Source: an optimization exercise on an open RTL-to-GDS flow (aim: small area, a short achievable clock period and few clock cycles per item). Production flows keep margins and buffers that such runs may drop.

## main
Design ml_demodulator, start of the top module:
module ml_demodulator(
    i_clk,
    i_reset,
    i_trig,
    i_y_hat,
    i_r,
    i_rd_rdy,
    o_rd_vld,
    o_llr,
    o_hard_bit
);
input i_clk;
input i_reset;
input i_trig;
input [159:0] i_y_hat;
input [319:0] i_r;
input i_rd_rdy;
output o_rd_vld;
output [7:0] o_llr;
output o_hard_bit;
function [11:0] abs1;             
    input [11:0] x;
    abs1 = x[11] ? ~x : x;
endfunction
function [11:0] sx10;             
    input [9:0] x;
    sx10 = {{2{x[9]}}, x};
endfunction
function [9:0] rsx;
    input [9:0] r, i;
    input s, t;
    rsx = (r ^ {10{s}}) + (i ^ {10{t}});
endfunction
function [11:0] wmin;
    input [11:0] x;
    input [9:0]  a;
    reg   [11:0] w;
    begin
        w = abs1(x) + {3'b111, ~(a[8:0] ^ {9{a[9]}})} + {11'd0, ~x[11]};
        wmin = abs1(w);
    end
endfunction
function warg;
    input [11:0] x;
    input [9:0]  a;
    warg = a[9] ? (~x[11] | (&x)) : x[11];
endfunction
wire [39:0] r34, r24, r14, r23, r13, r12;
wire [19:0] r44, r33, r22, r11;
assign {r44, r34, r24, r14, r33, r23, r13, r22, r12, r11} = i_r;
wire [39:0] y4 = i_y_hat[159:120], y3 = i_y_hat[119:80], y2 = i_y_hat[79:40], y1 = i_y_hat[39:0];
reg [5:0] y4r, y4i, y3r, y3i, y2r, y2i, y1r, y1i;
reg [9:0] q44, q33, q22, q11;
reg [9:0] q34r, q34i, q24r, q24i, q14r, q14i, q23r, q13r, q13i, q12r, q12i;
reg [7:0] q23i;
always @(posedge i_clk) begin
    if (i_trig) begin
        y4r <= y4[18:13]; y4i <= y4[38:33];
        y3r <= y3[18:13]; y3i <= y3[38:33];
        y2r <= y2[18:13]; y2i <= y2[38:33];
        y1r <= y1[18:13]; y1i <= y1[38:33];
        q44 <= r44[19:10]; q33 <= r33[19:10]; q22 <= r22[19:10]; q11 <= r11[19:10];
        q34r <= r34[19:10]; q34i <= r34[39:30];
        q24r <= r24[19:10]; q24i <= r24[39:30];
        q14r <= r14[19:10]; q14i <= r14[39:30];
        q23r <= r23[19:10]; q23i <= r23[39:32];
        q13r <= r13[19:10]; q13i <= r13[39:30];
  ...
export LEC_CHECK = 0
export CAP_MARGIN = 20
export CORE_MARGIN = 2
export CORE_UTILIZATION = 40
export PLACE_DENSITY = 0.6
export SLEW_MARGIN = 20
create_clock -name core_clock -period 11.0 [get_ports {i_clk}]
run.sh (not shown) runs the stock make flow with config.mk's settings and CLKGATE_MAP_FILE= SYNTH_SCRIPT=/design/flow/synth_recipe.tcl, a recipe that flattens the netlist after the stock synthesis.
Inputs modified between main and the feature branch:
-- flow/design.v --
<<< main, line 120
wire [11:0] x3r = y12(y3r) - sx10(rs34r) - sx10(q33 ^ {10{m[0]}});
wire [11:0] x3i = y12(y3i) - sx10(rs34i) - sx10(q33 ^ {10{m[1]}});
wire [12:0] l4 = abs1(a4r) + abs1(a4i);
wire [9:0]  rs24r = rsx(q24r, q24i, j4[0], ~j4[1]);
wire [9:0]  rs24i = rsx(q24r, q24i, j4[1],  j4[0]);
>>> the feature branch, line 120
wire [11:0] x3r = y12(y3r) - sx10(rs34r) - sx10(q33 ^ {10{m[0]}});
wire [11:0] x3i = y12(y3i) - sx10(rs34i) - sx10(q33 ^ {10{m[1]}});
wire [12:0] lA = abs1(a4r) + abs1(a4i) + abs1(x3r) + abs1(x3i);
wire [9:0]  rs24r = rsx(q24r, q24i, j4[0], ~j4[1]);
wire [9:0]  rs24i = rsx(q24r, q24i, j4[1],  j4[0]);
<<< main, line 137
wire [11:0] x1br = y12(y1r) - sx10(rs14r) - sx10(rs13r);
wire [11:0] x1bi = y12(y1i) - sx10(rs14i) - sx10(rs13i);
reg [11:0] x2rB, x2iB, x1brB, x1biB, x3rB, x3iB;
reg [12:0] lB;
always @(posedge i_clk) begin
    x2rB <= x2r; x2iB <= x2i; x1brB <= x1br; x1biB <= x1bi;
    x3rB <= x3r; x3iB <= x3i;
    lB <= l4;
    idxB <= idx;
end
wire        p2r = warg(x2rB, q22);
wire        p2i = warg(x2iB, q22);
wire [12:0] lBn = lB + abs1(x3rB) + abs1(x3iB) + wmin(x2rB, q22) + wmin(x2iB, q22);
wire [9:0]  rs12r = rsx(q12r, q12i, p2r, ~p2i);
wire [9:0]  rs12i = rsx(q12r, q12i, p2i,  p2r);
>>> the feature branch, line 137
wire [11:0] x1br = y12(y1r) - sx10(rs14r) - sx10(rs13r);
wire [11:0] x1bi = y12(y1i) - sx10(rs14i) - sx10(rs13i);
reg [11:0] x2rB, x2iB, x1brB, x1biB;
reg [12:0] lB;
always @(posedge i_clk) begin
    x2rB <= x2r; x2iB <= x2i; x1brB <= x1br; x1biB <= x1bi;
    lB <= lA;
    idxB <= idx;
end
wire        p2r = warg(x2rB, q22);
wire        p2i = warg(x2iB, q22);
wire [12:0] lBn = lB + wmin(x2rB, q22) + wmin(x2iB, q22);
wire [9:0]  rs12r = rsx(q12r, q12i, p2r, ~p2i);
wire [9:0]  rs12i = rsx(q12r, q12i, p2i,  p2r);
<<< main, line 177
reg [2:0]  ptr;
wire take = vD & ((idxD == 4'd0) | (tD < best));
wire last = vD & (idxD == 4'd15);
wire rd   = i_rd_rdy & (have | last);
always @(posedge i_clk) begin
    if (take) begin
>>> the feature branch, line 176
reg [2:0]  ptr;
wire take = vD & ((idxD == 4'd0) | (tD < best));
wire rd   = i_rd_rdy & have;
always @(posedge i_clk) begin
    if (take) begin
<<< main, line 190
        ptr  <= 3'd0;
    end else begin
        if (last) begin
            have <= 1'b1;
            ptr  <= {2'b00, i_rd_rdy};
        end else if (rd) begin
            ptr <= ptr + 3'd1;
>>> the feature branch, line 188
        ptr  <= 3'd0;
    end else begin
        if (vD & (idxD == 4'd15)) begin
            have <= 1'b1;
            ptr  <= 3'd0;
        end else if (rd) begin
            ptr <= ptr + 3'd1;
<<< main, line 200
end
assign o_rd_vld   = rd;
assign o_hard_bit = last ? (take ? p1D[0] : res[0]) : res[ptr];
assign o_llr      = {o_hard_bit, 6'b000000, 1'b1};
endmodule
>>> the feature branch, line 198
end
assign o_rd_vld   = rd;
assign o_hard_bit = res[ptr];
assign o_llr      = {o_hard_bit, 6'b000000, 1'b1};
endmodule
==> run summary <==
- Changes observed in the feature branch relative to main: worst hold slack closely matched the old numbers, count of sequential standard cells fell 5.6%, number of nets in the final layout -about 1.7%, via count of the routed design lower.
- Of main and the feature branch, the run reporting the higher total of fill cells in the finished design was main.
- Comparing main against the feature branch, there is no change at all in aggregate negative setup slack.
Function was not checked in any run of this note: the RTL went through the layout flow alone.

==> what the ideal ports hide <==
The results above use ideal ports. As a check the final layouts listed here were re-extracted and re-timed, cells and wires unchanged. Step 1: set_driving_cell puts a clkbuf_16 on i_clk and a buf_2 on each other input, an assumption about the parent block. Step 2 adds t to the input delays and takes it off the output delays; t is the mean of the earliest and latest rising clock arrival at the registers after step 1. Input paths then give back, and output paths get back, about the clock's delay inside the block. a / b / c = ideal ports / drivers / drivers and shift; a / b = the first two.
run	shift t [ns]	setup WS [ns]	worst setup path after step 2	latest minus earliest clock arrival (ns)	worst data-port slew with drivers (ns)
main	0.629	4.878 / 4.878 / 4.878	register to register	0.030 / 0.031	0.08
the feature branch	0.636	2.968 / 2.968 / 2.968	register to register	0.020 / 0.020	0.12
After both steps every run listed still meets setup and hold.
